Context: an optimization exercise on an open-source flow, tuned for small area. The choices shown serve that exercise and are no tape-out recipe. The RTL was checked by simulation tests, not by an equivalence proof against the original design. Power and IR drop assume default switching activity.

==> flow/design.v <==
`timescale 1ns / 1ps
module alu (
    input wire [3:0] a,
    input wire [3:0] b,
    input wire [2:0] op,
    output wire [3:0] result,
    output wire zero,
    output wire negative,
    output wire carry,
    output wire overflow
);
    wire sub = op[0];
    wire [3:0] bx = b ^ {4{sub}};
    wire [4:0] c;
    wire [3:0] sum;
    assign c[0] = sub;
    genvar i;
    generate
        for (i = 0; i < 4; i = i + 1) begin : g_add
            assign sum[i] = a[i] ^ bx[i] ^ c[i];
            assign c[i+1] = (a[i] & bx[i]) | (c[i] & (a[i] ^ bx[i]));
        end
    endgenerate
    wire o_arith = ~op[2] & ~op[1];
    wire o_sll = op[2] & ~op[1] & op[0];
    wire o_srl = op[2] & op[1] & ~op[0];
    wire o_slt = op[2] & op[1] & op[0];
    wire sel_n = ~op[2] & op[1];
    wire sel_x = (~op[2] & op[1] & op[0]) | (op[2] & ~op[1] & ~op[0]);
    wire [3:0] x = a ^ b;
    wire [3:0] n = a & b;
    wire [3:0] s;
    assign s[0] = ~b[1] & ~b[0];
    assign s[1] = ~b[1] & b[0];
    assign s[2] = b[1] & ~b[0];
    assign s[3] = b[1] & b[0];
    wire [3:1] l = {3{o_sll}} & s[3:1];
    wire [3:1] r = {3{o_srl}} & s[3:1];
    wire z = (o_sll | o_srl) & s[0];
    wire arith_carry = c[4] ^ sub;
    wire [2:0] r0_n;
    imem_read3 u_r0_0 (.sel0(o_arith), .bit0(sum[0]), .sel1(sel_n), .bit1(n[0]),
                          .sel2(sel_x), .bit2(x[0]), .out_n(r0_n[0]));
    imem_read3 u_r0_1 (.sel0(z), .bit0(a[0]), .sel1(r[1]), .bit1(a[1]),
                          .sel2(r[2]), .bit2(a[2]), .out_n(r0_n[1]));
    assign r0_n[2] = ~((r[3] & a[3]) | (o_slt & ~c[4]));
    assign result[0] = ~&r0_n;
    wire [2:0] r1_n;
    imem_read3 u_r1_0 (.sel0(o_arith), .bit0(sum[1]), .sel1(sel_n), .bit1(n[1]),
                          .sel2(sel_x), .bit2(x[1]), .out_n(r1_n[0]));
    imem_read3 u_r1_1 (.sel0(z), .bit0(a[1]), .sel1(l[1]), .bit1(a[0]),
                          .sel2(r[1]), .bit2(a[2]), .out_n(r1_n[1]));
    assign r1_n[2] = ~((r[2] & a[3]));
    assign result[1] = ~&r1_n;
    wire [2:0] r2_n;
    imem_read3 u_r2_0 (.sel0(o_arith), .bit0(sum[2]), .sel1(sel_n), .bit1(n[2]),
                          .sel2(sel_x), .bit2(x[2]), .out_n(r2_n[0]));
    imem_read3 u_r2_1 (.sel0(z), .bit0(a[2]), .sel1(l[1]), .bit1(a[1]),
                          .sel2(l[2]), .bit2(a[0]), .out_n(r2_n[1]));
    assign r2_n[2] = ~((r[1] & a[3]));
    assign result[2] = ~&r2_n;
    wire [2:0] r3_n;
    imem_read3 u_r3_0 (.sel0(o_arith), .bit0(sum[3]), .sel1(sel_n), .bit1(n[3]),
                          .sel2(sel_x), .bit2(x[3]), .out_n(r3_n[0]));
    imem_read3 u_r3_1 (.sel0(z), .bit0(a[3]), .sel1(l[1]), .bit1(a[2]),
                          .sel2(l[2]), .bit2(a[1]), .out_n(r3_n[1]));
    assign r3_n[2] = ~((l[3] & a[0]));
    assign result[3] = ~&r3_n;
    wire [2:0] cy_n;
    imem_read3 u_cy_0 (.sel0(o_arith), .bit0(arith_carry), .sel1(l[1]), .bit1(a[3]),
                          .sel2(l[2]), .bit2(a[2]), .out_n(cy_n[0]));
    imem_read3 u_cy_1 (.sel0(l[3]), .bit0(a[1]), .sel1(r[1]), .bit1(a[0]),
                          .sel2(r[2]), .bit2(a[1]), .out_n(cy_n[1]));
    assign cy_n[2] = ~((r[3] & a[2]));
    assign carry = ~&cy_n;
    assign overflow = o_arith & (c[3] ^ c[4]);
    assign zero = ~|result;
    assign negative = result[3];
endmodule
`timescale 1ns / 1ps
module control_unit (
    input wire [15:0] instruction,
    output wire [2:0] alu_op,
    output wire [1:0] dest_addr,
    output wire [1:0] src_a_addr,
    output wire [1:0] src_b_addr,
    output wire use_immediate,
    output wire [3:0] immediate
);
    assign alu_op = instruction[15:13];
    assign dest_addr = instruction[12:11];
    assign src_a_addr = instruction[10:9];
    assign src_b_addr = instruction[8:7];
    assign use_immediate = instruction[6];
    assign immediate = instruction[3:0];
endmodule
`timescale 1ns / 1ps
module instruction_memory (
    input wire clk,
    input wire reset,
    input wire write_enable,
    input wire [3:0] write_addr,
    input wire [15:0] write_data,
    input wire [3:0] read_addr,
    output wire [15:0] instruction
);
    reg [255:0] words;
    reg [15:0] valid;
    wire [255:0] next_words;
    wire [15:0] we;
    wire [15:0] hold;
    wire [15:0] sel;
    genvar w, b;
    generate
        for (w = 0; w < 16; w = w + 1) begin : g_word
            assign we[w] = write_enable & (write_addr == w);
            assign hold[w] = ~we[w];
            assign sel[w] = valid[w] & (read_addr == w);
            for (b = 0; b < 16; b = b + 1) begin : g_bit
                imem_bit_next u_next (
                    .load(we[w]),
                    .hold(hold[w]),
                    .new_bit(write_data[b]),
                    .old_bit(words[16*w + b]),
                    .next_bit(next_words[16*w + b])
                );
            end
            always @(posedge clk or posedge reset) begin
                if (reset)
                    valid[w] <= 1'b0;
                else if (we[w])
                    valid[w] <= 1'b1;
            end
        end
    endgenerate
    always @(posedge clk) begin
        words <= next_words;
    end
    generate
        for (b = 0; b < 16; b = b + 1) begin : g_read
            wire [5:0] part_n;
            for (w = 0; w < 5; w = w + 1) begin : g_grp
                imem_read3 u_read (
                    .sel0(sel[3*w]),     .bit0(words[16*(3*w) + b]),
                    .sel1(sel[3*w + 1]), .bit1(words[16*(3*w + 1) + b]),
                    .sel2(sel[3*w + 2]), .bit2(words[16*(3*w + 2) + b]),
                    .out_n(part_n[w])
                );
            end
            assign part_n[5] = ~(sel[15] & words[16*15 + b]);
            assign instruction[b] = ~&part_n;
        end
    endgenerate
endmodule
module imem_bit_next (
    input wire load,
    input wire hold,
    input wire new_bit,
    input wire old_bit,
    output wire next_bit
);
    assign next_bit = (load & new_bit) | (hold & old_bit);
endmodule
module imem_read3 (
    input wire sel0,
    input wire bit0,
    input wire sel1,
    input wire bit1,
    input wire sel2,
    input wire bit2,
    output wire out_n
);
    assign out_n = ~((sel0 & bit0) | (sel1 & bit1) | (sel2 & bit2));
endmodule
`timescale 1ns / 1ps
module register_file (
    input wire clk,
    input wire reset,
    input wire write_enable,
    input wire [1:0] write_addr,
    input wire [3:0] write_data,
    input wire [1:0] read_addr_a,
    input wire [1:0] read_addr_b,
    output wire [3:0] reg_a,
    output wire [3:0] reg_b
);
    reg [15:0] registers;
    wire [15:0] next_registers;
    genvar r, b;
    generate
        for (r = 0; r < 4; r = r + 1) begin : g_reg
            wire load = write_enable & (write_addr == r);
            for (b = 0; b < 4; b = b + 1) begin : g_bit
                imem_bit_next u_next (
                    .load(load),
                    .hold(~load),
                    .new_bit(write_data[b]),
                    .old_bit(registers[4*r + b]),
                    .next_bit(next_registers[4*r + b])
                );
            end
        end
    endgenerate
    always @(posedge clk or posedge reset) begin
        if (reset)
            registers <= 16'b0;
        else
            registers <= next_registers;
    end
    assign reg_a = registers[4*read_addr_a +: 4];
    assign reg_b = registers[4*read_addr_b +: 4];
endmodule
`timescale 1ns / 1ps
module top (
    input wire clk,
    input wire reset,
    input wire run_enable,
    input wire reg_write_enable,
    input wire [1:0] reg_write_addr,
    input wire [3:0] reg_write_data,
    input wire instr_write_enable,
    input wire [3:0] instr_write_addr,
    input wire [15:0] instr_write_data,
    output reg [3:0] pc,
    output wire [15:0] instruction,
    output wire [3:0] result,
    output wire zero,
    output wire negative,
    output wire carry,
    output wire overflow
);
    wire [1:0] dest_addr, src_a_addr, src_b_addr;
    wire [2:0] alu_op;
    wire use_immediate;
    wire [3:0] immediate;
    wire [3:0] a, b, alu_b;
    wire cpu_step;
    wire rf_write_enable;
    wire [1:0] rf_write_addr;
    wire [3:0] rf_write_data;
    instruction_memory imem (
        .clk(clk),
        .reset(reset),
        .write_enable(instr_write_enable),
        .write_addr(instr_write_addr),
        .write_data(instr_write_data),
        .read_addr(pc),
        .instruction(instruction)
    );
    control_unit cu (
        .instruction(instruction),
        .alu_op(alu_op),
        .dest_addr(dest_addr),
        .src_a_addr(src_a_addr),
        .src_b_addr(src_b_addr),
        .use_immediate(use_immediate),
        .immediate(immediate)
    );
    assign cpu_step = run_enable & ~reg_write_enable & ~instr_write_enable;
    assign rf_write_enable = reg_write_enable | cpu_step;
    assign rf_write_addr = reg_write_enable ? reg_write_addr : dest_addr;
    assign rf_write_data = reg_write_enable ? reg_write_data : result;
    register_file rf (
        .clk(clk),
        .reset(reset),
        .write_enable(rf_write_enable),
        .write_addr(rf_write_addr),
        .write_data(rf_write_data),
        .read_addr_a(src_a_addr),
        .read_addr_b(src_b_addr),
        .reg_a(a),
        .reg_b(b)
    );
    assign alu_b = use_immediate ? immediate : b;
    alu alu_inst (
        .a(a),
        .b(alu_b),
        .op(alu_op),
        .result(result),
        .zero(zero),
        .negative(negative),
        .carry(carry),
        .overflow(overflow)
    );
    always @(posedge clk or posedge reset) begin
        if (reset) begin
            pc <= 4'b0000;
        end else begin
            pc <= pc + {3'b000, cpu_step};
        end
    end
endmodule
Settings: LEC_CHECK=0, CAP_MARGIN=5, CORE_MARGIN=2, CORE_UTILIZATION=70, PLACE_DENSITY=0.72, SLEW_MARGIN=5, SYNTH_HIERARCHICAL=1; clock period 8.5 ns.
standard.sh (not shown) runs the stock make flow with config.mk's settings and CLKGATE_MAP_FILE= SYNTH_SCRIPT=/design/flow/synth_recipe.tcl, a recipe that flattens the netlist after the stock synthesis.
==> flow/flow/run.sh <==
#!/bin/bash
# The standard layout (standard.sh: the standard flow's synthesis and ORFS flow) with
# changes that only affect sizing and buffering:
#  - every port gets the smallest buffer (buf_1) rather than the default pick;
#  - after floorplan, synthesis buffers are removed and logic cells are set to
#    their smallest drive strength (flow/downsize.tcl); the resizer buffers and
#    upsizes where needed later on;
#  - the clock tree uses larger sink clusters of clkbuf_16 leaf buffers, small
#    clkbuf_4 buffers above the leaves (they drive only a few leaf buffers),
#    and no dummy loads.
set -euo pipefail
here=$(pwd)
bash standard.sh \
  "BUFFER_PORTS_ARGS=-buffer_cell sky130_fd_sc_hd__buf_1" \
  "POST_FLOORPLAN_TCL=$here/flow/downsize.tcl" \
  "CTS_ARGS=-sink_clustering_enable -repair_clock_nets -sink_clustering_size 30 -sink_clustering_max_diameter 90 -buf_list sky130_fd_sc_hd__clkbuf_16 -root_buf sky130_fd_sc_hd__clkbuf_4 -tree_buf sky130_fd_sc_hd__clkbuf_4 -dont_use_dummy_load" \
  finish > "$here/standard_sh.log" 2>&1
==> flow/flow/downsize.tcl <==
# Remove the buffers synthesis inserted; repair_design re-buffers where needed.
remove_buffers
# Run after floorplan (POST_FLOORPLAN_TCL): give every logic cell the smallest
# drive strength of its family. Synthesis sizes cells for loads it can only
# guess; the resizer's repair_design and repair_timing steps that follow in
# placement, CTS and routing upsize or buffer wherever slew, capacitance or
# timing need it.
set n_down 0
foreach inst [get_cells *] {
  set lc [get_lib_cells -of_objects $inst]
  set name [get_name $lc]
  if {![regexp {^(sky130_fd_sc_hd__[a-z0-9]+)_([0-9]+)$} $name -> base size]} { continue }
  set best $name
  set best_area [get_property $lc area]
  foreach cand [get_lib_cells ${base}_*] {
    set cname [get_name $cand]
    if {![regexp "^${base}_\[0-9\]+\$" $cname]} { continue }
    if {[get_property $cand dont_use]} { continue }
    set a [get_property $cand area]
    if {$a < $best_area} { set best $cname; set best_area $a }
  }
  if {$best ne $name} {
    replace_cell $inst $best
    incr n_down
  }
}
puts "downsize.tcl: downsized $n_down cells"
The baseline ran to the end with no violations.
==> next run, changes <==
--- a/flow/config.mk
+++ b/flow/config.mk
@@ -9,4 +9,3 @@
 export CORE_MARGIN = 2
-export CORE_UTILIZATION = 70
-export PLACE_DENSITY = 0.72
+export CORE_UTILIZATION = 75
 export SLEW_MARGIN = 5
Effect: Global-route usage is higher by 2.8 points. Worst setup slack gets better by 60 ps. Sequential power stays flat. Power is about the same. Count of clock-buffer cells in the layout stays the same. Routed wire length came out higher by 2.0%. Worst hold slack gets worse by 3.9 ps. Sequential share of layout area increases by 0.16 points. Critical path depth stays the same.
==> next run, changes <==
--- a/flow/flow/run.sh
+++ b/flow/flow/run.sh
@@ -7,5 +7,4 @@
 #    upsizes where needed later on;
-#  - the clock tree uses larger sink clusters of clkbuf_16 leaf buffers, small
-#    clkbuf_4 buffers above the leaves (they drive only a few leaf buffers),
-#    and no dummy loads.
+#  - the clock tree uses larger sink clusters of clkbuf_16 leaf buffers and no
+#    dummy loads.
 set -euo pipefail
--- a/flow/config.mk
+++ b/flow/config.mk
@@ -9,3 +9,3 @@
 export CORE_MARGIN = 2
-export CORE_UTILIZATION = 75
+export CORE_UTILIZATION = 70
 export SLEW_MARGIN = 5
The new run ran to the end with no violations.
Worst setup slack loses 60 ps.
Synthesized area is unchanged.
Critical path depth does not change.
Final cell count rose by about 2.4%.
Wire length fell by 1.9%.
Via count fell by about 2.4%.
==> next run, changes <==
--- a/flow/flow/run.sh
+++ b/flow/flow/run.sh
@@ -7,4 +7,5 @@
 #    upsizes where needed later on;
-#  - the clock tree uses larger sink clusters of clkbuf_16 leaf buffers and no
-#    dummy loads.
+#  - the clock tree uses larger sink clusters of clkbuf_16 leaf buffers, small
+#    clkbuf_4 buffers above the leaves (they drive only a few leaf buffers),
+#    and no dummy loads.
 set -euo pipefail
The changed run went through all stages and came out clean.
Clock skew does not change.
Critical path depth does not change.
Total power does not change.
Setup slack is unchanged.
Cell count does not change.
First-iteration DRC count stays the same.
Synthesized area is unchanged.

-- separate check: timing with driven ports --
No port has a modelled driver above. Below, the same layouts with a new extraction and two added sets of constraints.
Step 1 (the two cells are an assumption about what drives the block):
set clk [get_ports {clk}]
set_driving_cell -lib_cell sky130_fd_sc_hd__clkbuf_16 $clk
set_driving_cell -lib_cell sky130_fd_sc_hd__buf_2 [delete_from_list [all_inputs] $clk]
Step 2 adds t to the input delays and takes it off the output delays; t is the mean of the earliest and latest rising clock arrival at the registers after step 1. Input paths then give back, and output paths get back, about the clock's delay inside the block.
Three values: no drivers, after step 1, after step 2; two values: the first two.
| run | shift t [ns] | setup WS [ns] | worst register clock-pin slew, ns | worst slew at a driven data input, ns |
|---|---|---|---|---|
| the first run | 0.660 | 0.382 / 0.340 / 1.000 | 0.11 / 0.11 | 0.03 |
| the second run | 0.664 | 0.442 / 0.407 / 1.071 | 0.11 / 0.11 | 0.05 |
| the third run | 0.660 | 0.382 / 0.340 / 1.000 | 0.11 / 0.11 | 0.03 |
| the fourth run | 0.660 | 0.382 / 0.340 / 1.000 | 0.11 / 0.11 | 0.03 |
After both steps every run listed still meets setup and hold.
